Source: an optimization exercise on an open RTL-to-GDS flow (aim: small area and a short achievable clock period). Production flows keep margins and buffers that such runs may drop. No functional check of the RTL was part of any run shown here. Power figures rest on the tool's default switching activity, not on a simulated workload.

$ cat flow/run.sh
#!/bin/bash
# Own layout flow: the standard flow (standard.sh), with two changes:
#  - clock tree synthesis without dummy load cells (-dont_use_dummy_load),
#  - port buffers start from buf_1 instead of the flow's default choice.
# Each tool's output goes to the ORFS logs under orfs/logs/; make's own output
# goes to flow_make.log here.
set -euo pipefail
bash standard.sh \
  "CTS_ARGS=-sink_clustering_enable -repair_clock_nets -dont_use_dummy_load -sink_clustering_size 30 -buf_list {sky130_fd_sc_hd__clkbuf_4 sky130_fd_sc_hd__clkbuf_8}" \
  "BUFFER_PORTS_ARGS=-buffer_cell sky130_fd_sc_hd__buf_1" \
  finish > flow_make.log 2>&1
$ cat standard.sh
#!/bin/bash
# synth_recipe.tcl (not shown) runs the flow's synth.tcl, then flattens the netlist and writes it again
# the make line also repeats each setting of config.mk as NAME=value (left out here)
make -C /OpenROAD-flow-scripts/flow DESIGN_CONFIG=/design/flow/config.mk WORK_HOME=/design/flow/orfs CLKGATE_MAP_FILE= SYNTH_SCRIPT=/design/flow/synth_recipe.tcl "${@:-finish}"
$ cat config.mk
export PLATFORM = sky130hd
export DESIGN_NAME = Fir
export DESIGN_NICKNAME = Fir
export VERILOG_FILES = /design/flow/design.v
export SDC_FILE = /design/flow/constraint.sdc
export NUM_CORES = 4
export LEC_CHECK = 0
export CAP_MARGIN = 20
export CORE_MARGIN = 2
export CORE_UTILIZATION = 40
export CTS_BUF_LIST = sky130_fd_sc_hd__clkbuf_4 sky130_fd_sc_hd__clkbuf_8
export CTS_CLUSTER_SIZE = 30
export SETUP_SLACK_MARGIN = 4.5
export SLEW_MARGIN = 20
export SYNTH_HIERARCHICAL = 1
export SYNTH_MINIMUM_KEEP_SIZE = 0
$ cat constraint.sdc
create_clock -name core_clock -period 10.0 [get_ports {clk}]
set_input_delay 2.0000 -clock core_clock [delete_from_list [all_inputs] [get_ports {clk}]]
set_output_delay 2.0000 -clock core_clock [all_outputs]
set_load 0.01 [all_outputs]
$ cat design.v
module fadd(a,b,c,s,co);
input a,b,c;
output s,co;
assign s=a^b^c;
assign co=(a&b)|(a&c)|(b&c);
endmodule
module hadd(a,b,s,co);
input a,b;
output s,co;
assign s=a^b;
assign co=a&b;
endmodule
module ygp(a,b,gn,pn);
input a,b;
output gn,pn;
assign gn=~(a&b);
assign pn=~(a|b);
endmodule
module yxor(a,b,t);
input a,b;
output t;
assign t=a^b;
endmodule
module yadd(gn,pn,t,h,h1,h2,h3,y);
input [13:0]gn,pn,t;
input [3:0]h;
input h1,h2,h3;    
output [17:0]y;
wire G0_1,G0_2,P0_2,G0_3,P0_3,G0_4,P0_4,G0_5,P0_5,G0_6,P0_6,G0_7,P0_7,G0_8,P0_8,G0_9,P0_9,G0_10,P0_10,G0_11,P0_11,G0_12,P0_12,G0_13,P0_13,G1_2,G1_3,G1_4,P1_4,G1_5,P1_5,G1_6,P1_6,G1_7,P1_7,G1_8,P1_8,G1_9,P1_9,G1_10,P1_10,G1_11,P1_11,G1_12,P1_12,G1_13,P1_13,G2_4,G2_5,G2_6,G2_7,G2_8,P2_8,G2_9,P2_9,G2_10,P2_10,G2_11,P2_11,G2_12,P2_12,G2_13,P2_13,G3_8,G3_9,G3_10,G3_11,G3_12,G3_13;
assign G0_1=~gn[1]|(~pn[1]&~gn[0]);
assign G0_2=~gn[2]|(~pn[2]&~gn[1]);
assign P0_2=~pn[2]&~pn[1];
assign G0_3=~gn[3]|(~pn[3]&~gn[2]);
assign P0_3=~pn[3]&~pn[2];
assign G0_4=~gn[4]|(~pn[4]&~gn[3]);
assign P0_4=~pn[4]&~pn[3];
assign G0_5=~gn[5]|(~pn[5]&~gn[4]);
assign P0_5=~pn[5]&~pn[4];
assign G0_6=~gn[6]|(~pn[6]&~gn[5]);
assign P0_6=~pn[6]&~pn[5];
assign G0_7=~gn[7]|(~pn[7]&~gn[6]);
assign P0_7=~pn[7]&~pn[6];
assign G0_8=~gn[8]|(~pn[8]&~gn[7]);
assign P0_8=~pn[8]&~pn[7];
assign G0_9=~gn[9]|(~pn[9]&~gn[8]);
assign P0_9=~pn[9]&~pn[8];
assign G0_10=~gn[10]|(~pn[10]&~gn[9]);
assign P0_10=~pn[10]&~pn[9];
assign G0_11=~gn[11]|(~pn[11]&~gn[10]);
assign P0_11=~pn[11]&~pn[10];
assign G0_12=~gn[12]|(~pn[12]&~gn[11]);
assign P0_12=~pn[12]&~pn[11];
assign G0_13=~gn[13]|(~pn[13]&~gn[12]);
assign P0_13=~pn[13]&~pn[12];
assign G1_2=G0_2|(P0_2&~gn[0]);
assign G1_3=G0_3|(P0_3&G0_1);
assign G1_4=G0_4|(P0_4&G0_2);
assign P1_4=P0_4&P0_2;
assign G1_5=G0_5|(P0_5&G0_3);
assign P1_5=P0_5&P0_3;
assign G1_6=G0_6|(P0_6&G0_4);
assign P1_6=P0_6&P0_4;
assign G1_7=G0_7|(P0_7&G0_5);
assign P1_7=P0_7&P0_5;
assign G1_8=G0_8|(P0_8&G0_6);
assign P1_8=P0_8&P0_6;
assign G1_9=G0_9|(P0_9&G0_7);
assign P1_9=P0_9&P0_7;
assign G1_10=G0_10|(P0_10&G0_8);
assign P1_10=P0_10&P0_8;
assign G1_11=G0_11|(P0_11&G0_9);
assign P1_11=P0_11&P0_9;
assign G1_12=G0_12|(P0_12&G0_10);
assign P1_12=P0_12&P0_10;
assign G1_13=G0_13|(P0_13&G0_11);
assign P1_13=P0_13&P0_11;
assign G2_4=G1_4|(P1_4&~gn[0]);
assign G2_5=G1_5|(P1_5&G0_1);
assign G2_6=G1_6|(P1_6&G1_2);
assign G2_7=G1_7|(P1_7&G1_3);
assign G2_8=G1_8|(P1_8&G1_4);
assign P2_8=P1_8&P1_4;
assign G2_9=G1_9|(P1_9&G1_5);
assign P2_9=P1_9&P1_5;
assign G2_10=G1_10|(P1_10&G1_6);
assign P2_10=P1_10&P1_6;
assign G2_11=G1_11|(P1_11&G1_7);
assign P2_11=P1_11&P1_7;
assign G2_12=G1_12|(P1_12&G1_8);
assign P2_12=P1_12&P1_8;
assign G2_13=G1_13|(P1_13&G1_9);
assign P2_13=P1_13&P1_9;
assign G3_8=G2_8|(P2_8&~gn[0]);
assign G3_9=G2_9|(P2_9&G0_1);
assign G3_10=G2_10|(P2_10&G1_2);
assign G3_11=G2_11|(P2_11&G1_3);
assign G3_12=G2_12|(P2_12&G2_4);
assign G3_13=G2_13|(P2_13&G2_5);
assign y[0]=t[0];
assign y[1]=t[1]^~gn[0];
assign y[2]=t[2]^G0_1;
assign y[3]=t[3]^G1_2;
assign y[4]=t[4]^G1_3;
assign y[5]=t[5]^G2_4;
assign y[6]=t[6]^G2_5;
assign y[7]=t[7]^G2_6;
assign y[8]=t[8]^G2_7;
assign y[9]=t[9]^G3_8;
assign y[10]=t[10]^G3_9;
assign y[11]=t[11]^G3_10;
assign y[12]=t[12]^G3_11;
assign y[13]=t[13]^G3_12;
assign y[14]=h[0]^G3_13;
assign y[15]=h[1]^(G3_13&h1);
assign y[16]=h[2]^(G3_13&h2);
assign y[17]=h[3]^(G3_13&h3);
endmodule
module Fir(reset_n,clk,x_in,y_out);
input reset_n,clk;
input [15:0]x_in;
output [23:0]y_out;
reg [13:0]r4;
reg [17:0]r3;
reg [17:0]r2;
reg [17:0]r1;
reg c3_6;
reg c2_6;
reg c1_6;
reg c3_12;
reg c2_12;
reg c1_12;
wire zx;
wire [17:0]a3_s;
wire [18:0]a3_c;
wire [17:0]a3_r;
wire [18:0]a3_k;
wire [17:0]a2_s;
wire [18:0]a2_c;
wire [17:0]a2_r;
wire [18:0]a2_k;
wire [17:0]a1_s;
wire [18:0]a1_c;
wire [17:0]a1_r;
wire [18:0]a1_k;
wire [17:0]r1i6;
wire [17:0]r1i12;
wire [13:0]yg;
wire [13:0]yp;
wire [13:0]yt;
wire [17:0]y;
wire yh1;
wire yh2;
assign zx=~(x_in[2]|x_in[1]|x_in[0]);    
fadd u1(.a(x_in[0]),.b(~x_in[3]),.c(r4[0]),.s(a3_s[0]),.co(a3_c[1]));
fadd u2(.a(x_in[1]),.b(~x_in[4]),.c(r4[1]),.s(a3_s[1]),.co(a3_c[2]));
fadd u3(.a(x_in[2]),.b(~x_in[5]),.c(r4[2]),.s(a3_s[2]),.co(a3_c[3]));
fadd u4(.a(x_in[3]),.b(~x_in[6]),.c(r4[3]),.s(a3_s[3]),.co(a3_c[4]));
fadd u5(.a(x_in[4]),.b(~x_in[7]),.c(r4[4]),.s(a3_s[4]),.co(a3_c[5]));
fadd u6(.a(x_in[5]),.b(~x_in[8]),.c(r4[5]),.s(a3_s[5]),.co(a3_c[6]));
fadd u7(.a(x_in[6]),.b(~x_in[9]),.c(r4[6]),.s(a3_s[6]),.co(a3_c[7]));
fadd u8(.a(x_in[7]),.b(~x_in[10]),.c(r4[7]),.s(a3_s[7]),.co(a3_c[8]));
fadd u9(.a(x_in[8]),.b(~x_in[11]),.c(r4[8]),.s(a3_s[8]),.co(a3_c[9]));
fadd u10(.a(x_in[9]),.b(~x_in[12]),.c(r4[9]),.s(a3_s[9]),.co(a3_c[10]));
fadd u11(.a(x_in[10]),.b(~x_in[13]),.c(r4[10]),.s(a3_s[10]),.co(a3_c[11]));
fadd u12(.a(x_in[11]),.b(~x_in[14]),.c(r4[11]),.s(a3_s[11]),.co(a3_c[12]));
fadd u13(.a(x_in[12]),.b(~x_in[15]),.c(r4[12]),.s(a3_s[12]),.co(a3_c[13]));
assign a3_s[13]=~(x_in[13]^r4[13]);
assign a3_c[14]=x_in[13]|r4[13];
assign a3_s[14]=~(x_in[14]^a3_c[14]);
assign a3_c[15]=x_in[14]|a3_c[14];
assign a3_s[15]=~(x_in[15]^a3_c[15]);
assign a3_c[16]=x_in[15]|a3_c[15];
hadd u14(.a(a3_s[0]),.b(zx),.s(a3_r[0]),.co(a3_k[1]));
fadd u15(.a(a3_s[1]),.b(a3_c[1]),.c(a3_k[1]),.s(a3_r[1]),.co(a3_k[2]));
fadd u16(.a(a3_s[2]),.b(a3_c[2]),.c(a3_k[2]),.s(a3_r[2]),.co(a3_k[3]));
fadd u17(.a(a3_s[3]),.b(a3_c[3]),.c(a3_k[3]),.s(a3_r[3]),.co(a3_k[4]));
fadd u18(.a(a3_s[4]),.b(a3_c[4]),.c(a3_k[4]),.s(a3_r[4]),.co(a3_k[5]));
fadd u19(.a(a3_s[5]),.b(a3_c[5]),.c(a3_k[5]),.s(a3_r[5]),.co(a3_k[6]));
hadd u20(.a(a3_s[6]),.b(a3_c[6]),.s(a3_r[6]),.co(a3_k[7]));
fadd u21(.a(a3_s[7]),.b(a3_c[7]),.c(a3_k[7]),.s(a3_r[7]),.co(a3_k[8]));
fadd u22(.a(a3_s[8]),.b(a3_c[8]),.c(a3_k[8]),.s(a3_r[8]),.co(a3_k[9]));
fadd u23(.a(a3_s[9]),.b(a3_c[9]),.c(a3_k[9]),.s(a3_r[9]),.co(a3_k[10]));
fadd u24(.a(a3_s[10]),.b(a3_c[10]),.c(a3_k[10]),.s(a3_r[10]),.co(a3_k[11]));
fadd u25(.a(a3_s[11]),.b(a3_c[11]),.c(a3_k[11]),.s(a3_r[11]),.co(a3_k[12]));
hadd u26(.a(a3_s[12]),.b(a3_c[12]),.s(a3_r[12]),.co(a3_k[13]));
fadd u27(.a(a3_s[13]),.b(a3_c[13]),.c(a3_k[13]),.s(a3_r[13]),.co(a3_k[14]));
hadd u28(.a(a3_s[14]),.b(a3_k[14]),.s(a3_r[14]),.co(a3_k[15]));
hadd u29(.a(a3_s[15]),.b(a3_k[15]),.s(a3_r[15]),.co(a3_k[16]));
assign a3_r[16]=~(a3_c[16]^a3_k[16]);
assign a3_k[17]=a3_c[16]|a3_k[16];
hadd u30(.a(1'b1),.b(a3_k[17]),.s(a3_r[17]),.co(a3_k[18]));
hadd u31(.a(x_in[0]),.b(r3[0]),.s(a2_r[0]),.co(a2_k[1]));
fadd u32(.a(x_in[1]),.b(r3[1]),.c(a2_k[1]),.s(a2_r[1]),.co(a2_k[2]));
fadd u33(.a(x_in[2]),.b(r3[2]),.c(a2_k[2]),.s(a2_r[2]),.co(a2_k[3]));
fadd u34(.a(x_in[3]),.b(r3[3]),.c(a2_k[3]),.s(a2_r[3]),.co(a2_k[4]));
fadd u35(.a(x_in[4]),.b(r3[4]),.c(a2_k[4]),.s(a2_r[4]),.co(a2_k[5]));
fadd u36(.a(x_in[5]),.b(r3[5]),.c(a2_k[5]),.s(a2_r[5]),.co(a2_k[6]));
fadd u37(.a(x_in[6]),.b(r3[6]),.c(c3_6),.s(a2_r[6]),.co(a2_k[7]));
fadd u38(.a(x_in[7]),.b(r3[7]),.c(a2_k[7]),.s(a2_r[7]),.co(a2_k[8]));
fadd u39(.a(x_in[8]),.b(r3[8]),.c(a2_k[8]),.s(a2_r[8]),.co(a2_k[9]));
fadd u40(.a(x_in[9]),.b(r3[9]),.c(a2_k[9]),.s(a2_r[9]),.co(a2_k[10]));
fadd u41(.a(x_in[10]),.b(r3[10]),.c(a2_k[10]),.s(a2_r[10]),.co(a2_k[11]));
fadd u42(.a(x_in[11]),.b(r3[11]),.c(a2_k[11]),.s(a2_r[11]),.co(a2_k[12]));
fadd u43(.a(x_in[12]),.b(r3[12]),.c(c3_12),.s(a2_r[12]),.co(a2_k[13]));
fadd u44(.a(x_in[13]),.b(r3[13]),.c(a2_k[13]),.s(a2_r[13]),.co(a2_k[14]));
fadd u45(.a(x_in[14]),.b(r3[14]),.c(a2_k[14]),.s(a2_r[14]),.co(a2_k[15]));
fadd u46(.a(x_in[15]),.b(r3[15]),.c(a2_k[15]),.s(a2_r[15]),.co(a2_k[16]));
hadd u47(.a(r3[16]),.b(a2_k[16]),.s(a2_r[16]),.co(a2_k[17]));
hadd u48(.a(r3[17]),.b(a2_k[17]),.s(a2_r[17]),.co(a2_k[18]));
fadd u49(.a(x_in[0]),.b(~x_in[3]),.c(r2[0]),.s(a1_s[0]),.co(a1_c[1]));
fadd u50(.a(x_in[1]),.b(~x_in[4]),.c(r2[1]),.s(a1_s[1]),.co(a1_c[2]));
fadd u51(.a(x_in[2]),.b(~x_in[5]),.c(r2[2]),.s(a1_s[2]),.co(a1_c[3]));
fadd u52(.a(x_in[3]),.b(~x_in[6]),.c(r2[3]),.s(a1_s[3]),.co(a1_c[4]));
fadd u53(.a(x_in[4]),.b(~x_in[7]),.c(r2[4]),.s(a1_s[4]),.co(a1_c[5]));
fadd u54(.a(x_in[5]),.b(~x_in[8]),.c(r2[5]),.s(a1_s[5]),.co(a1_c[6]));
fadd u55(.a(x_in[6]),.b(~x_in[9]),.c(r2[6]),.s(a1_s[6]),.co(a1_c[7]));
fadd u56(.a(x_in[7]),.b(~x_in[10]),.c(r2[7]),.s(a1_s[7]),.co(a1_c[8]));
fadd u57(.a(x_in[8]),.b(~x_in[11]),.c(r2[8]),.s(a1_s[8]),.co(a1_c[9]));
fadd u58(.a(x_in[9]),.b(~x_in[12]),.c(r2[9]),.s(a1_s[9]),.co(a1_c[10]));
fadd u59(.a(x_in[10]),.b(~x_in[13]),.c(r2[10]),.s(a1_s[10]),.co(a1_c[11]));
fadd u60(.a(x_in[11]),.b(~x_in[14]),.c(r2[11]),.s(a1_s[11]),.co(a1_c[12]));
fadd u61(.a(x_in[12]),.b(~x_in[15]),.c(r2[12]),.s(a1_s[12]),.co(a1_c[13]));
assign a1_s[13]=~(x_in[13]^r2[13]);
assign a1_c[14]=x_in[13]|r2[13];
assign a1_s[14]=~(x_in[14]^r2[14]);
assign a1_c[15]=x_in[14]|r2[14];
assign a1_s[15]=~(x_in[15]^r2[15]);
assign a1_c[16]=x_in[15]|r2[15];
assign a1_s[16]=~(r2[16]^a1_c[16]);
assign a1_c[17]=r2[16]|a1_c[16];
assign a1_s[17]=~(r2[17]^a1_c[17]);
assign a1_c[18]=r2[17]|a1_c[17];
hadd u62(.a(a1_s[0]),.b(zx),.s(a1_r[0]),.co(a1_k[1]));
fadd u63(.a(a1_s[1]),.b(a1_c[1]),.c(a1_k[1]),.s(a1_r[1]),.co(a1_k[2]));
fadd u64(.a(a1_s[2]),.b(a1_c[2]),.c(a1_k[2]),.s(a1_r[2]),.co(a1_k[3]));
fadd u65(.a(a1_s[3]),.b(a1_c[3]),.c(a1_k[3]),.s(a1_r[3]),.co(a1_k[4]));
fadd u66(.a(a1_s[4]),.b(a1_c[4]),.c(a1_k[4]),.s(a1_r[4]),.co(a1_k[5]));
fadd u67(.a(a1_s[5]),.b(a1_c[5]),.c(a1_k[5]),.s(a1_r[5]),.co(a1_k[6]));
fadd u68(.a(a1_s[6]),.b(a1_c[6]),.c(c2_6),.s(a1_r[6]),.co(a1_k[7]));
fadd u69(.a(a1_s[7]),.b(a1_c[7]),.c(a1_k[7]),.s(a1_r[7]),.co(a1_k[8]));
fadd u70(.a(a1_s[8]),.b(a1_c[8]),.c(a1_k[8]),.s(a1_r[8]),.co(a1_k[9]));
fadd u71(.a(a1_s[9]),.b(a1_c[9]),.c(a1_k[9]),.s(a1_r[9]),.co(a1_k[10]));
fadd u72(.a(a1_s[10]),.b(a1_c[10]),.c(a1_k[10]),.s(a1_r[10]),.co(a1_k[11]));
fadd u73(.a(a1_s[11]),.b(a1_c[11]),.c(a1_k[11]),.s(a1_r[11]),.co(a1_k[12]));
fadd u74(.a(a1_s[12]),.b(a1_c[12]),.c(c2_12),.s(a1_r[12]),.co(a1_k[13]));
fadd u75(.a(a1_s[13]),.b(a1_c[13]),.c(a1_k[13]),.s(a1_r[13]),.co(a1_k[14]));
fadd u76(.a(a1_s[14]),.b(a1_c[14]),.c(a1_k[14]),.s(a1_r[14]),.co(a1_k[15]));
fadd u77(.a(a1_s[15]),.b(a1_c[15]),.c(a1_k[15]),.s(a1_r[15]),.co(a1_k[16]));
hadd u78(.a(a1_s[16]),.b(a1_k[16]),.s(a1_r[16]),.co(a1_k[17]));
hadd u79(.a(a1_s[17]),.b(a1_k[17]),.s(a1_r[17]),.co(a1_k[18]));
assign r1i6[5:0]=r1[5:0];
assign r1i6[6]=r1[6]^c1_6;
assign r1i6[7]=r1[7]^(c1_6&(&r1[6:6]));
assign r1i6[8]=r1[8]^(c1_6&(&r1[7:6]));
assign r1i6[9]=r1[9]^(c1_6&(&r1[8:6]));
assign r1i6[10]=r1[10]^(c1_6&(&r1[9:6]));
assign r1i6[11]=r1[11]^(c1_6&(&r1[10:6]));
assign r1i6[12]=r1[12]^(c1_6&(&r1[11:6]));
assign r1i6[13]=r1[13]^(c1_6&(&r1[12:6]));
assign r1i6[14]=r1[14]^(c1_6&(&r1[13:6]));
assign r1i6[15]=r1[15]^(c1_6&(&r1[14:6]));
assign r1i6[16]=r1[16]^(c1_6&(&r1[15:6]));
assign r1i6[17]=r1[17]^(c1_6&(&r1[16:6]));
assign r1i12[11:0]=r1i6[11:0];
assign r1i12[12]=r1i6[12]^c1_12;
assign r1i12[13]=r1i6[13]^(c1_12&(&r1i6[12:12]));
assign r1i12[14]=r1i6[14]^(c1_12&(&r1i6[13:12]));
assign r1i12[15]=r1i6[15]^(c1_12&(&r1i6[14:12]));
assign r1i12[16]=r1i6[16]^(c1_12&(&r1i6[15:12]));
assign r1i12[17]=r1i6[17]^(c1_12&(&r1i6[16:12]));
ygp u80(.a(x_in[2]),.b(r1i12[0]),.gn(yg[0]),.pn(yp[0]));
yxor u81(.a(x_in[2]),.b(r1i12[0]),.t(yt[0]));
ygp u82(.a(x_in[3]),.b(r1i12[1]),.gn(yg[1]),.pn(yp[1]));
yxor u83(.a(x_in[3]),.b(r1i12[1]),.t(yt[1]));
ygp u84(.a(x_in[4]),.b(r1i12[2]),.gn(yg[2]),.pn(yp[2]));
yxor u85(.a(x_in[4]),.b(r1i12[2]),.t(yt[2]));
ygp u86(.a(x_in[5]),.b(r1i12[3]),.gn(yg[3]),.pn(yp[3]));
yxor u87(.a(x_in[5]),.b(r1i12[3]),.t(yt[3]));
ygp u88(.a(x_in[6]),.b(r1i12[4]),.gn(yg[4]),.pn(yp[4]));
yxor u89(.a(x_in[6]),.b(r1i12[4]),.t(yt[4]));
ygp u90(.a(x_in[7]),.b(r1i12[5]),.gn(yg[5]),.pn(yp[5]));
yxor u91(.a(x_in[7]),.b(r1i12[5]),.t(yt[5]));
ygp u92(.a(x_in[8]),.b(r1i12[6]),.gn(yg[6]),.pn(yp[6]));
yxor u93(.a(x_in[8]),.b(r1i12[6]),.t(yt[6]));
ygp u94(.a(x_in[9]),.b(r1i12[7]),.gn(yg[7]),.pn(yp[7]));
yxor u95(.a(x_in[9]),.b(r1i12[7]),.t(yt[7]));
ygp u96(.a(x_in[10]),.b(r1i12[8]),.gn(yg[8]),.pn(yp[8]));
yxor u97(.a(x_in[10]),.b(r1i12[8]),.t(yt[8]));
ygp u98(.a(x_in[11]),.b(r1i12[9]),.gn(yg[9]),.pn(yp[9]));
yxor u99(.a(x_in[11]),.b(r1i12[9]),.t(yt[9]));
ygp u100(.a(x_in[12]),.b(r1i12[10]),.gn(yg[10]),.pn(yp[10]));
yxor u101(.a(x_in[12]),.b(r1i12[10]),.t(yt[10]));
ygp u102(.a(x_in[13]),.b(r1i12[11]),.gn(yg[11]),.pn(yp[11]));
yxor u103(.a(x_in[13]),.b(r1i12[11]),.t(yt[11]));
ygp u104(.a(x_in[14]),.b(r1i12[12]),.gn(yg[12]),.pn(yp[12]));
yxor u105(.a(x_in[14]),.b(r1i12[12]),.t(yt[12]));
ygp u106(.a(x_in[15]),.b(r1i12[13]),.gn(yg[13]),.pn(yp[13]));
yxor u107(.a(x_in[15]),.b(r1i12[13]),.t(yt[13]));
assign yh2=r1i12[14]&r1i12[15]&r1i12[16];
assign yh1=r1i12[14]&r1i12[15];
yadd ya(.gn(yg),.pn(yp),.t(yt),.h(r1i12[17:14]),.h1(r1i12[14]),.h2(yh1),.h3(yh2),.y(y));
always @(posedge clk or negedge reset_n)
begin
if(!reset_n)
	begin
	r4<=14'h0;
	r3<=18'h0;
	r2<=18'h0;
	r1<=18'h0;
	c3_6<=1'h0;
	c2_6<=1'h0;
	c1_6<=1'h0;
	c3_12<=1'h0;
	c2_12<=1'h0;
	c1_12<=1'h0;
	end
else
	begin
	r4<=x_in[15:2];
	r3<={a3_r[17],a3_r[16],a3_r[15],a3_r[14],a3_r[13],a3_r[12],a3_r[11],a3_r[10],a3_r[9],a3_r[8],a3_r[7],a3_r[6],a3_r[5],a3_r[4],a3_r[3],a3_r[2],a3_r[1],a3_r[0]};
	r2<={a2_r[17],a2_r[16],a2_r[15],a2_r[14],a2_r[13],a2_r[12],a2_r[11],a2_r[10],a2_r[9],a2_r[8],a2_r[7],a2_r[6],a2_r[5],a2_r[4],a2_r[3],a2_r[2],a2_r[1],a2_r[0]};
	r1<={a1_r[17],a1_r[16],a1_r[15],a1_r[14],a1_r[13],a1_r[12],a1_r[11],a1_r[10],a1_r[9],a1_r[8],a1_r[7],a1_r[6],a1_r[5],a1_r[4],a1_r[3],a1_r[2],a1_r[1],a1_r[0]};
	c3_6<=a3_k[6];
	c2_6<=a2_k[6];
	c1_6<=a1_k[6];
	c3_12<=a3_k[12];
	c2_12<=a2_k[12];
	c1_12<=a1_k[12];
	end
end
assign y_out={6'b0,y};
endmodule
==> out/metrics.yaml, run 1 <==
pre_cts_slack_ns: 3.886
cts.clk_slew.worst_paths_ns: 0.08
register_area_um2: 1852
antenna_cells: 0
fillers: 982
htree_levels: 3
area_growth_pct: 18.64
cts_tree: "built"
drt_iter0_drc: 164
die_w_um: 112.4
clock_path_buffers: 2
cts_made_buffers: 9
powerDensity_nw_per_um2: 299.1
grt_max_degree: 75
finClkSkew_ns: 0.02814
criticalPathCategory: "in -> out"
io_buffers: 35
drc: 0
slew_viol_final: 0
final_util: 0.4882
dp_hpwl_um: 6165
rsz0062_at_grt: "true"
crit_chain: "buf_12 > nor2_4 > or4_4 > o21ai_4 > o211ai_4 > a21boi_2 > xor2_1 > buf_2"
hold_path_class: "reg -> reg"
finalSetupViolations: 0
worst_slew_pin_slew_ns: 0.8972
p_leak_uw: 0.002442
max_stage_delay_ns: 0.55
total_power_uw: 1667
ctsHoldBuffers: 0
grt.total_usage: 0.1418
synth_area_per_cell_um2: 12.80
grt_pass1_wl_um: 14000
num_vias: 2807
start_util: 0.4115
tns_ns: 0
maxCapViolCount: 0
crit_arrival_ns: 3.48
placed_area_um2: 4974
relSlewSlack: 0.4018
avgViaCountPerCell: 4.959
status: "complete, no violations"
ant_nets: 0
cp.required_ns: 8.00
peakVddDrop_mv: 0.2206
final_layout_size_suffix_gt1_frac: 0.2033
drtPass1Iterations: 4
final_area_um2: 5574
slowest_stage: "or4_4"
dieArea_um2: 12630
critPathTopFamily: "simple AND/OR/NAND/NOR gates"
cp_num_buf_inv: 2
grt_pass1_vias: 2884
synthCells: 367
fmax_ghz: 0.1826
gp_congestion: 0.8304
fin_ws_ns: 4.525
wl_per_cell_um: 14.44
numClockSinks: 74
yosys_warnings: 7
finalCritPeriodShare: 0.5475
ctsRootBufferMaster: "clkbuf_8"
netlist_area_um2: 4698
overflow: 0
crit_fanout: 4
layout_min_cycle_time_ns: 5.475
clkLatencyLatePin_ns: 0.35
drt-total-wl_um: 8173
io_pins: 42
die_h_um: 112.4
multi_input_area_um2: 2889
antenna_found_initial: 0
crit_path_start_kind: "primary input"
num-nets-final: 532
crit_path_end_kind: "output pin"
design.core.area_um2: 11420
rows: 39
hold_viol_final: 0
routing by layer:
metal  routed length [um]  part of all wire  global-route usage
met3                  387             0.047             0.03726
met4                  104             0.013             0.03740
met5                    0                 0                   0
met1                 3687              0.45              0.2043
met2                 3995              0.49              0.2165
metrics by stage:
| stage | std cells | hold WS [ns] |
|---|---|---|
| after floorplan | 372 | 0.4430 |
| after global placement | 542 | 0.4510 |
| after detailed placement | 542 | 0.4674 |
| after CTS | 556 | 0.4973 |
| after global routing | 566 | 0.5175 |
| final | 566 | 0.4964 |
report_power, final:
group,leakage [uW],switching (uW),total (uW),internal [uW]
Clock,0.0000647,88.9,169,80.0
Sequential,0.000864,83.9,499,415
Combinational,0.00151,552,999,447
final cells by class:
| cell class | count | share of cell area |
|---|---|---|
| multi-input combinational | 255 | 0.5183 |
| sequential | 74 | 0.3322 |
| timing repair buffer | 50 | 0.07160 |
| tap | 143 | 0.03210 |
| inverter | 35 | 0.02357 |
| clock buffer | 9 | 0.02222 |
worst paths after layout:
kind	startpoint	cells after the start	slack (ns)	endpoint
max in group asynchronous	reset_n	1	7.61	r4[1]
worst max register to register	r2[6]	7	6.63	r1[11]
worst max-delay path	x_in[6]	8	4.52	y_out[16]
worst min register to register	r3[16]	1	0.50	r2[16]
min in group asynchronous	reset_n	1	1.75	r3[15]
worst min-delay path	r3[16]	1	0.50	r2[16]
registers in the layout, summed over array words and instances, names as in the netlist:
signal  count
r2         18
r1         18
c1_12       1
c1_6        1
r4         14
c3_12       1
c2_12       1
c3_6        1
c2_6        1
r3         18
placed cells by master, fill, tap and decap left out, types with 2 or more instances in the layout:
cell type	instances
buf_4	16
o211ai_1	2
ha_1	22
nor2_2	6
a211o_1	2
o21ai_4	2
fa_1	67
nor2_1	16
conb_1	7
nand2_2	4
clkbuf_2	3
a21boi_2	3
dfrtp_1	74
nor2_4	3
o21ai_0	7
buf_12	6
clkbuf_8	9
xnor2_1	13
nand3_1	3
nand4_1	4
xor2_1	30
nand2_1	19
buf_1	12
nor3_1	5
o21a_1	3
a31oi_2	3
buf_2	7
buf_6	5
inv_1	35
timing repair:
item	in CTS	in global routing
setup buffers	5	10
pin swaps	12	14
setup endpoints to repair	14	10
gates resized for setup	76	29
==> run 2, diff against run 1 <==
--- a/design.v
+++ b/design.v
@@ -28,72 +28,40 @@
 output [17:0]y;
-wire G0_1,G0_2,P0_2,G0_3,P0_3,G0_4,P0_4,G0_5,P0_5,G0_6,P0_6,G0_7,P0_7,G0_8,P0_8,G0_9,P0_9,G0_10,P0_10,G0_11,P0_11,G0_12,P0_12,G0_13,P0_13,G1_2,G1_3,G1_4,P1_4,G1_5,P1_5,G1_6,P1_6,G1_7,P1_7,G1_8,P1_8,G1_9,P1_9,G1_10,P1_10,G1_11,P1_11,G1_12,P1_12,G1_13,P1_13,G2_4,G2_5,G2_6,G2_7,G2_8,P2_8,G2_9,P2_9,G2_10,P2_10,G2_11,P2_11,G2_12,P2_12,G2_13,P2_13,G3_8,G3_9,G3_10,G3_11,G3_12,G3_13;
+wire G0_1,G0_3,P0_3,G0_5,P0_5,G0_7,P0_7,G0_9,P0_9,G0_11,P0_11,G0_13,P0_13,G1_2,G1_3,G1_6,P1_6,G1_7,P1_7,G1_10,P1_10,G1_11,P1_11,G2_4,G2_5,G2_6,G2_7,G2_12,P2_12,G2_13,P2_13,G3_8,G3_9,G3_10,G3_11,G3_12,G3_13;
 assign G0_1=~gn[1]|(~pn[1]&~gn[0]);
-assign G0_2=~gn[2]|(~pn[2]&~gn[1]);
-assign P0_2=~pn[2]&~pn[1];
 assign G0_3=~gn[3]|(~pn[3]&~gn[2]);
 assign P0_3=~pn[3]&~pn[2];
-assign G0_4=~gn[4]|(~pn[4]&~gn[3]);
-assign P0_4=~pn[4]&~pn[3];
 assign G0_5=~gn[5]|(~pn[5]&~gn[4]);
 assign P0_5=~pn[5]&~pn[4];
-assign G0_6=~gn[6]|(~pn[6]&~gn[5]);
-assign P0_6=~pn[6]&~pn[5];
 assign G0_7=~gn[7]|(~pn[7]&~gn[6]);
 assign P0_7=~pn[7]&~pn[6];
-assign G0_8=~gn[8]|(~pn[8]&~gn[7]);
-assign P0_8=~pn[8]&~pn[7];
 assign G0_9=~gn[9]|(~pn[9]&~gn[8]);
 assign P0_9=~pn[9]&~pn[8];
-assign G0_10=~gn[10]|(~pn[10]&~gn[9]);
-assign P0_10=~pn[10]&~pn[9];
 assign G0_11=~gn[11]|(~pn[11]&~gn[10]);
 assign P0_11=~pn[11]&~pn[10];
-assign G0_12=~gn[12]|(~pn[12]&~gn[11]);
-assign P0_12=~pn[12]&~pn[11];
 assign G0_13=~gn[13]|(~pn[13]&~gn[12]);
 assign P0_13=~pn[13]&~pn[12];
-assign G1_2=G0_2|(P0_2&~gn[0]);
+assign G1_2=~gn[2]|(~pn[2]&G0_1);
 assign G1_3=G0_3|(P0_3&G0_1);
-assign G1_4=G0_4|(P0_4&G0_2);
-assign P1_4=P0_4&P0_2;
-assign G1_5=G0_5|(P0_5&G0_3);
-assign P1_5=P0_5&P0_3;
-assign G1_6=G0_6|(P0_6&G0_4);
-assign P1_6=P0_6&P0_4;
+assign G1_6=~gn[6]|(~pn[6]&G0_5);
+assign P1_6=~pn[6]&P0_5;
 assign G1_7=G0_7|(P0_7&G0_5);
 assign P1_7=P0_7&P0_5;
-assign G1_8=G0_8|(P0_8&G0_6);
-assign P1_8=P0_8&P0_6;
-assign G1_9=G0_9|(P0_9&G0_7);
-assign P1_9=P0_9&P0_7;
-assign G1_10=G0_10|(P0_10&G0_8);
-assign P1_10=P0_10&P0_8;
+assign G1_10=~gn[10]|(~pn[10]&G0_9);
+assign P1_10=~pn[10]&P0_9;
 assign G1_11=G0_11|(P0_11&G0_9);
 assign P1_11=P0_11&P0_9;
-assign G1_12=G0_12|(P0_12&G0_10);
-assign P1_12=P0_12&P0_10;
-assign G1_13=G0_13|(P0_13&G0_11);
-assign P1_13=P0_13&P0_11;
-assign G2_4=G1_4|(P1_4&~gn[0]);
-assign G2_5=G1_5|(P1_5&G0_1);
-assign G2_6=G1_6|(P1_6&G1_2);
+assign G2_4=~gn[4]|(~pn[4]&G1_3);
+assign G2_5=G0_5|(P0_5&G1_3);
+assign G2_6=G1_6|(P1_6&G1_3);
 assign G2_7=G1_7|(P1_7&G1_3);
-assign G2_8=G1_8|(P1_8&G1_4);
-assign P2_8=P1_8&P1_4;
-assign G2_9=G1_9|(P1_9&G1_5);
-assign P2_9=P1_9&P1_5;
-assign G2_10=G1_10|(P1_10&G1_6);
-assign P2_10=P1_10&P1_6;
-assign G2_11=G1_11|(P1_11&G1_7);
-assign P2_11=P1_11&P1_7;
-assign G2_12=G1_12|(P1_12&G1_8);
-assign P2_12=P1_12&P1_8;
-assign G2_13=G1_13|(P1_13&G1_9);
-assign P2_13=P1_13&P1_9;
-assign G3_8=G2_8|(P2_8&~gn[0]);
-assign G3_9=G2_9|(P2_9&G0_1);
-assign G3_10=G2_10|(P2_10&G1_2);
-assign G3_11=G2_11|(P2_11&G1_3);
-assign G3_12=G2_12|(P2_12&G2_4);
-assign G3_13=G2_13|(P2_13&G2_5);
+assign G2_12=~gn[12]|(~pn[12]&G1_11);
+assign P2_12=~pn[12]&P1_11;
+assign G2_13=G0_13|(P0_13&G1_11);
+assign P2_13=P0_13&P1_11;
+assign G3_8=~gn[8]|(~pn[8]&G2_7);
+assign G3_9=G0_9|(P0_9&G2_7);
+assign G3_10=G1_10|(P1_10&G2_7);
+assign G3_11=G1_11|(P1_11&G2_7);
+assign G3_12=G2_12|(P2_12&G2_7);
+assign G3_13=G2_13|(P2_13&G2_7);
 assign y[0]=t[0];
--- a/config.mk
+++ b/config.mk
@@ -12,3 +12,3 @@
 export CTS_CLUSTER_SIZE = 30
-export SETUP_SLACK_MARGIN = 4.5
+export SETUP_SLACK_MARGIN = 4.6
 export SLEW_MARGIN = 20
==> run 2 against run 1 <==
  * Count of clock-buffer cells in the layout did not move
  * Utilization rose by 0.25 points
  * Largest power group unchanged
  * Routed wire length rose by 8.8%
  * Total power rose by 11%
  * Combinational power rose by 17%
  * Fmax rose by 0.92%
  * Hold slack got worse by 0.024 ns
  * Final cell count rose by 8.3%
  * Sequential cell count did not move
  * First-iteration DRC count fell by 6.7%
  * Critical path depth rose by 3
  * Still clean on timing, DRC and antenna
  * Clock power rose by 2%
==> out/metrics.yaml, run 2 <==
finalCritPeriodShare: 0.5426  # was 0.5475
drtPass1Iterations: 4  # unchanged
antenna_found_initial: 0  # unchanged
r2r_start: "r2[6]"  # unchanged
dp_hpwl_um: 6588  # was 6165 um
peakVddDrop_mv: 0.08822  # was 0.2206 mV
critPathTopFamily: "buffers and inverters"  # was simple AND/OR/NAND/NOR gates
final_layout_size_suffix_gt1_frac: 0.2275  # was 0.2033
drt_iter0_drc: 153  # was 164
min_path_cells: 1  # unchanged
r2r_cells: 7  # unchanged
numClockSinks: 74  # unchanged
fmax_ghz: 0.1843  # was 0.1826 GHz
crit_arrival_ns: 3.43  # was 3.48 ns
clkLatencyLatePin_ns: 0.35  # about the same
ctsHoldBuffers: 0  # unchanged
die_w_um: 114.2  # was 112.4 um
drc: 0  # unchanged
worst_slew_pin_slew_ns: 0.9284  # was 0.8972 ns
max_stage_delay_ns: 0.23  # was 0.55 ns
slowest_stage: "nor4_4"  # was or4_4
design.core.area_um2: 11910  # was 11420 um2
num-nets-final: 575  # was 532
powerDensity_nw_per_um2: 315.4  # was 299.1 nW/um2
hold_viol_final: 0  # unchanged
start_util: 0.4079  # was 0.4115
grt.total_usage: 0.1502  # was 0.1418
maxCapViolCount: 0  # unchanged
pre_cts_slack_ns: 4.011  # was 3.886 ns
finClkSkew_ns: 0.02726  # was 0.02814 ns
cts_tree: "built"  # unchanged
synthCells: 395  # was 367
crit_path_start_kind: "primary input"  # unchanged
fin_ws_ns: 4.574  # was 4.525 ns
ctsRootBufferMaster: "clkbuf_8"  # unchanged
cts.clk_slew.worst_paths_ns: 0.08  # about the same
crit_fanout: 8  # was 4
overflow: 0  # unchanged
avgViaCountPerCell: 4.959  # about the same
netlist_area_um2: 4858  # was 4698 um2
ant_nets: 0  # unchanged
num_vias: 3040  # was 2807
final_cell_mix: "dfrtp_1 (74), fa_1 (67), inv_1 (40)"  # was dfrtp_1 (74), fa_1 (67), inv_1 (35)
cts_made_buffers: 9  # unchanged
htree_levels: 3  # unchanged
fillers: 1071  # was 982
antenna_cells: 0  # unchanged
layout_min_cycle_time_ns: 5.426  # was 5.475 ns
p_leak_uw: 0.002598  # was 0.002442 uW
area_growth_pct: 20.29  # was 18.64%
crit_chain: "buf_12 > nor2_4 > buf_6 > nor4_4 > buf_4 > o211ai_1 > buf_4 > buf_6 > nand4_1 > o2111ai_2 > buf_2"  # was buf_12 > nor2_4 > or4_4 > o21ai_4 > o211ai_4 > a21boi_2 > xor2_1 > buf_2
relSlewSlack: 0.3811  # was 0.4018
r2r_slack_ns: 6.60  # was 6.63 ns
rsz0062_at_grt: "true"  # unchanged
slew_viol_final: 0  # unchanged
gp_congestion: 0.8509  # was 0.8304
multi_input_area_um2: 3000  # was 2889 um2
synth_area_per_cell_um2: 12.30  # was 12.80 um2
die_h_um: 114.2  # was 112.4 um
dieArea_um2: 13040  # was 12630 um2
io_buffers: 35  # unchanged
io_pins: 42  # unchanged
wl_per_cell_um: 14.51  # was 14.44 um
hold_path_class: "reg -> reg"  # unchanged
hold_start: "r3[0]"  # was r3[16]
rows: 40  # was 39
cp_num_buf_inv: 6  # was 2
r2r_end: "r1[11]"  # unchanged
grt_max_degree: 75  # unchanged
top_regs: "r1 x18, r2 x18, r3 x18"  # unchanged
final_common_cell: "dfrtp_1"  # unchanged
drt-total-wl_um: 8893  # was 8173 um
tns_ns: 0  # unchanged
yosys_warnings: 7  # unchanged
status: "complete, no violations"  # unchanged
crit_path_end_kind: "output pin"  # unchanged
clock_path_buffers: 2  # unchanged
hold_end: "r2[0]"  # was r2[16]
register_area_um2: 1852  # unchanged
finalSetupViolations: 0  # unchanged
criticalPathCategory: "in -> out"  # unchanged
grt_pass1_wl_um: 15030  # was 14000 um
cp.required_ns: 8.00  # about the same
grt_pass1_vias: 3130  # was 2884
run 2: cell count changes in the layout (fill, tap and decap cells not counted), moves of 4 or more:
cell	before	now
buf_4	16	28
inv_1	35	40
nand2_1	19	26
nand4_1	4	8
nor2_4	3	7
xor2_1	30	23
run 2: worst max path at each step:
stage             from        end  slack (ns)  cells after the start
6_report       x_in[5]  y_out[16]        4.57                     11
2_1_floorplan  x_in[5]  y_out[14]        4.72                      6
5_1_grt        x_in[5]  y_out[16]        4.48                     11
3_5_place_dp   x_in[5]  y_out[14]        4.01                      8
3_3_place_gp   x_in[8]  y_out[11]        4.07                      8
4_1_cts        x_in[3]  y_out[14]        4.49                      8
run 2: worst register-to-register path: stages (launching register included):
cell and delay [ns]:
dfrtp_1 0.37, fa_1 0.46, fa_1 0.45, fa_1 0.39, fa_1 0.40, fa_1 0.39, fa_1 0.39, fa_1 0.44
run 2: per-layer routing:
metal | wire length, um | up-vias | track usage
met4 | 113 | 0 | 0.05203
li1 | - | 1418 | -
met5 | 0 | - | 0
met2 | 4382 | 64 | 0.2357
met3 | 349 | 9 | 0.03229
met1 | 4048 | 1549 | 0.2088
run 2: final cells by class:
class	count	share of cell area
clock buffers	9	0.02119
inverters	40	0.02569
multi-input cells	277	0.5134
flip-flops and latches	74	0.3168
well taps	147	0.03147
repair buffers	66	0.09141
run 2: through the flow:
step	cell area, um2	std cells	power (uW)	hold slack [ns]	util
5_1_grt	5844	613	2029	0.5051	0.4907
3_3_place_gp	5135	573	1416	0.4486	0.4311
2_1_floorplan	4877	400	1208	0.4430	-
6_report	5844	613	1843	0.4725	0.4907
4_1_cts	5532	595	1726	0.4774	0.4644
3_5_place_dp	5135	573	1458	0.4641	0.4311
run 2: timing repair:
action,4_1_cts,5_1_grt
setup buffers,13,18
resized for setup,67,43
pin swaps,17,20
endpoints found under the setup margin,16,13
run 2: where the power goes:
part	switching, uW	leakage, uW	internal [uW]
registers	81.9	0.000864	415
clock network	92.5	0.0000647	80.2
logic	626	0.00167	547
total	800	0.00260	1040
==> run 3, diff against run 2 <==
==> run.sh (new file) <==
#!/bin/bash
# synth_recipe.tcl (not shown) runs the flow's synth.tcl, then flattens the netlist and writes it again
# the make line also repeats each setting of config.mk as NAME=value (left out here)
make -C /OpenROAD-flow-scripts/flow DESIGN_CONFIG=/design/flow/config.mk WORK_HOME=/design/flow/orfs CLKGATE_MAP_FILE= SYNTH_SCRIPT=/design/flow/synth_recipe.tcl finish
--- a/config.mk
+++ b/config.mk
@@ -12,3 +12,3 @@
 export CTS_CLUSTER_SIZE = 30
-export SETUP_SLACK_MARGIN = 4.6
+export SETUP_SLACK_MARGIN = 4.3
 export SLEW_MARGIN = 20
removed: flow/run.sh
removed: standard.sh
==> run 3 against run 2 <==
  * Clock power rose by 37%
  * Still clean
  * Sequential cell count did not move
  * Fmax fell by 3.0%
  * Count of clock-buffer cells in the layout rose by 2
  * Critical path depth fell by 3
  * Non-clock buffer count fell by 19
  * Via count fell by 4.0%
  * Combinational power fell by 7%
  * Global-route usage fell by 0.47 points
  * Utilization fell by 1.4 points
  * Critical endpoint is now y_out[7]
  * Routed wire length fell by 7.2%
==> out/metrics.yaml, run 3 <==
num-nets-final: 556  # was 575
numClockSinks: 74  # unchanged
p_leak_uw: 0.002510  # was 0.002598 uW
criticalPathCategory: "in -> out"  # unchanged
cp.required_ns: 8.00  # about the same
start_util: 0.4079  # unchanged
worst_slew_pin_slew_ns: 0.9402  # was 0.9284 ns
p_sw_uw: 765.3  # was 800.4 uW
cts_tree: "built"  # unchanged
hold_path_class: "reg -> reg"  # unchanged
clock_path_buffers: 2  # unchanged
r2r_end: "r1[11]"  # unchanged
hold_end: "r2[0]"  # unchanged
io_buffers: 35  # unchanged
r2r_slack_ns: 6.58  # was 6.60 ns
fin_ws_ns: 4.409  # was 4.574 ns
cp_num_buf_inv: 2  # was 6
power.share.switching: 0.4209  # was 0.4342
ant_nets: 0  # unchanged
maxCapViolCount: 0  # unchanged
overflow: 0  # unchanged
fmax_ghz: 0.1789  # was 0.1843 GHz
finalSetupViolations: 0  # unchanged
pre_cts_slack_ns: 3.211  # was 4.011 ns
drc: 0  # unchanged
design.core.area_um2: 11910  # unchanged
dp_hpwl_um: 6427  # was 6588 um
cts_made_buffers: 9  # unchanged
drt-total-wl_um: 8255  # was 8893 um
gp_congestion: 0.8520  # was 0.8509
yosys_warnings: 7  # unchanged
antenna_cells: 0  # unchanged
final_cell_mix: "dfrtp_1 (74), fa_1 (67), inv_1 (40)"  # unchanged
cp.depth: 8  # was 11
crit_arrival_ns: 3.59  # was 3.43 ns
cts.clk_slew.worst_paths_ns: 0.08  # about the same
top_regs: "r1 x18, r2 x18, r3 x18"  # unchanged
rows: 40  # unchanged
grt_max_degree: 75  # unchanged
crit_path_start_kind: "primary input"  # unchanged
synthCells: 395  # unchanged
antenna_found_initial: 0  # unchanged
netlist_area_um2: 4858  # unchanged
grt_pass1_vias: 3172  # was 3130
area_growth_pct: 16.84  # was 20.29%
relSlewSlack: 0.3732  # was 0.3811
crit_path_end_kind: "output pin"  # unchanged
grt_pass1_wl_um: 14730  # was 15030 um
die_h_um: 114.2  # unchanged
clkLatencyLatePin_ns: 0.35  # about the same
htree_levels: 3  # unchanged
p_int_uw: 1053  # was 1043 uW
min_path_cells: 1  # unchanged
final_area_um2: 5677  # was 5844 um2
synth_area_per_cell_um2: 12.30  # unchanged
drtPass1Iterations: 4  # unchanged
slew_viol_final: 0  # unchanged
final_common_cell: "dfrtp_1"  # unchanged
crit_fanout: 8  # unchanged
hold_start: "r3[0]"  # unchanged
slowest_stage: "clkdlybuf4s15_1"  # was nor4_4
crit_chain: "clkbuf_4 > nand2_1 > o21a_1 > o21ai_4 > nor2_2 > o2111a_1 > a311oi_1 > clkdlybuf4s15_1"  # was buf_12 > nor2_4 > buf_6 > nor4_4 > buf_4 > o211ai_1 > buf_4 > buf_6 > nand4_1 > o2111ai_2 > buf_2
die_w_um: 114.2  # unchanged
final_layout_size_suffix_gt1_frac: 0.1740  # was 0.2275
avgViaCountPerCell: 4.855  # was 4.959
drt_iter0_drc: 146  # was 153
grt.total_usage: 0.1454  # was 0.1502
wl_per_cell_um: 13.74  # was 14.51 um
ctsRootBufferMaster: "clkbuf_8"  # unchanged
clkPwrFrac: 0.130  # was 0.094
max_stage_delay_ns: 0.28  # was 0.23 ns
r2r_cells: 7  # unchanged
power_frac_seq: 0.272  # was 0.270
dieArea_um2: 13040  # unchanged
tns_ns: 0  # unchanged
rsz0062_at_grt: "true"  # unchanged
finalCritPeriodShare: 0.5591  # was 0.5426
finClkSkew_ns: 0.009484  # was 0.02726 ns
peakVddDrop_mv: 0.09218  # was 0.08822 mV
placed_area_um2: 5348  # was 5135 um2
layout_min_cycle_time_ns: 5.591  # was 5.426 ns
critPathTopFamily: "compound AO/OA/AOI/OAI gates"  # was buffers and inverters
hold_viol_final: 0  # unchanged
num_vias: 2918  # was 3040
powerDensity_nw_per_um2: 320.3  # was 315.4 nW/um2
status: "complete, no violations"  # unchanged
p_comb_frac: 0.598  # was 0.637
r2r_start: "r2[6]"  # unchanged
io_pins: 42  # unchanged
==> run 3: how the worst max path moves through the flow <==
stage | endpoint | from | slack, ns
after floorplan | y_out[14] | x_in[5] | 4.72
after global placement | y_out[14] | x_in[5] | 3.31
after detailed placement | y_out[14] | x_in[5] | 3.21
after CTS | y_out[13] | x_in[2] | 4.30
after global routing | y_out[7] | x_in[4] | 4.28
final | y_out[7] | x_in[4] | 4.41
==> run 3: area by class of cell <==
class	count	area [um2]
Tap cell	147	183.9
Inverter	40	150.1
Timing Repair Buffer	47	362.8
Clock buffer	11	145.1
Sequential cell	74	1852
Fill cell	1082	6235
Clock inverter	5	63.81
Multi-Input combinational cell	277	2919
==> run 3: power groups by stage <==
stage                     Clock [uW]  Combinational [uW]  Sequential [uW]
after floorplan                    0                 726              483
after detailed placement           0                1100              498
final                            237                1090              495
after global routing             255                1240              510
after global placement             0                1070              493
after CTS                        246                1090              494
==> run 3: metrics by stage <==
step           utilization  std cells  total power, uW  hold slack [ns]
2_1_floorplan            -        400             1208           0.4430
3_3_place_gp        0.4490        573             1561           0.4493
3_5_place_dp        0.4490        573             1600           0.4668
4_1_cts             0.4726        597             1828           0.4867
5_1_grt             0.4766        601             2005           0.5079
6_report            0.4766        601             1818           0.4789
==> run 3: worst register-to-register path, cell delays in order, from the launching register on <==
cell and delay (ns):
dfrtp_1 0.38, fa_1 0.46, fa_1 0.44, fa_1 0.38, fa_1 0.40, fa_1 0.39
fa_1 0.39, fa_1 0.45
==> run 3: repair_timing <==
item,in CTS,in global routing
setup buffers,8,4
gates cloned,0,0
setup endpoints to repair,17,12
pin swaps,7,9
hold buffers,0,0
resized for setup,109,31
==> run 3: routing by layer <==
| layer | share of wire | track usage | up-vias | routed length, um |
|---|---|---|---|---|
| li1 | - | - | 1380 | - |
| met1 | 0.47 | 0.2006 | 1483 | 3865 |
| met2 | 0.48 | 0.2282 | 43 | 3978 |
| met3 | 0.033 | 0.03176 | 12 | 270 |
| met4 | 0.017 | 0.05366 | 0 | 140 |
| met5 | 0 | 0 | - | 0 |

-- separate check: timing with driven ports --
No port has a modelled driver above. Below, the same layouts with a new extraction and two added sets of constraints. Step 1 assumes that a clkbuf_16 drives the clock port and a buf_2 every other input. Step 2 moves the port delays by t, midway between the first and last clock arrival at a register: inputs arrive t later, outputs are due t later. That takes back most of the time a late clock gives input paths. Slacks: no drivers / after step 1 / after step 2; pairs: no drivers / after step 1.
| run | shift t [ns] | slack for setup (ns) | worst setup path after step 2 | latest minus earliest clock arrival (ns) | worst slew at a driven data input, ns |
|---|---|---|---|---|---|
| run 1 | 0.364 | 4.525 / 4.462 / 4.462 | input to output | 0.032 / 0.032 | 0.08 |
| run 2 | 0.369 | 4.574 / 4.514 / 4.514 | input to output | 0.027 / 0.028 | 0.06 |
| run 3 | 0.376 | 4.409 / 4.384 / 4.384 | input to output | 0.012 / 0.013 | 0.04 |
After both steps setup and hold are still met in every run listed. The setup slack of run 1, which loses most, moves by -0.063 ns with the drivers and by -0.063 ns with both steps.
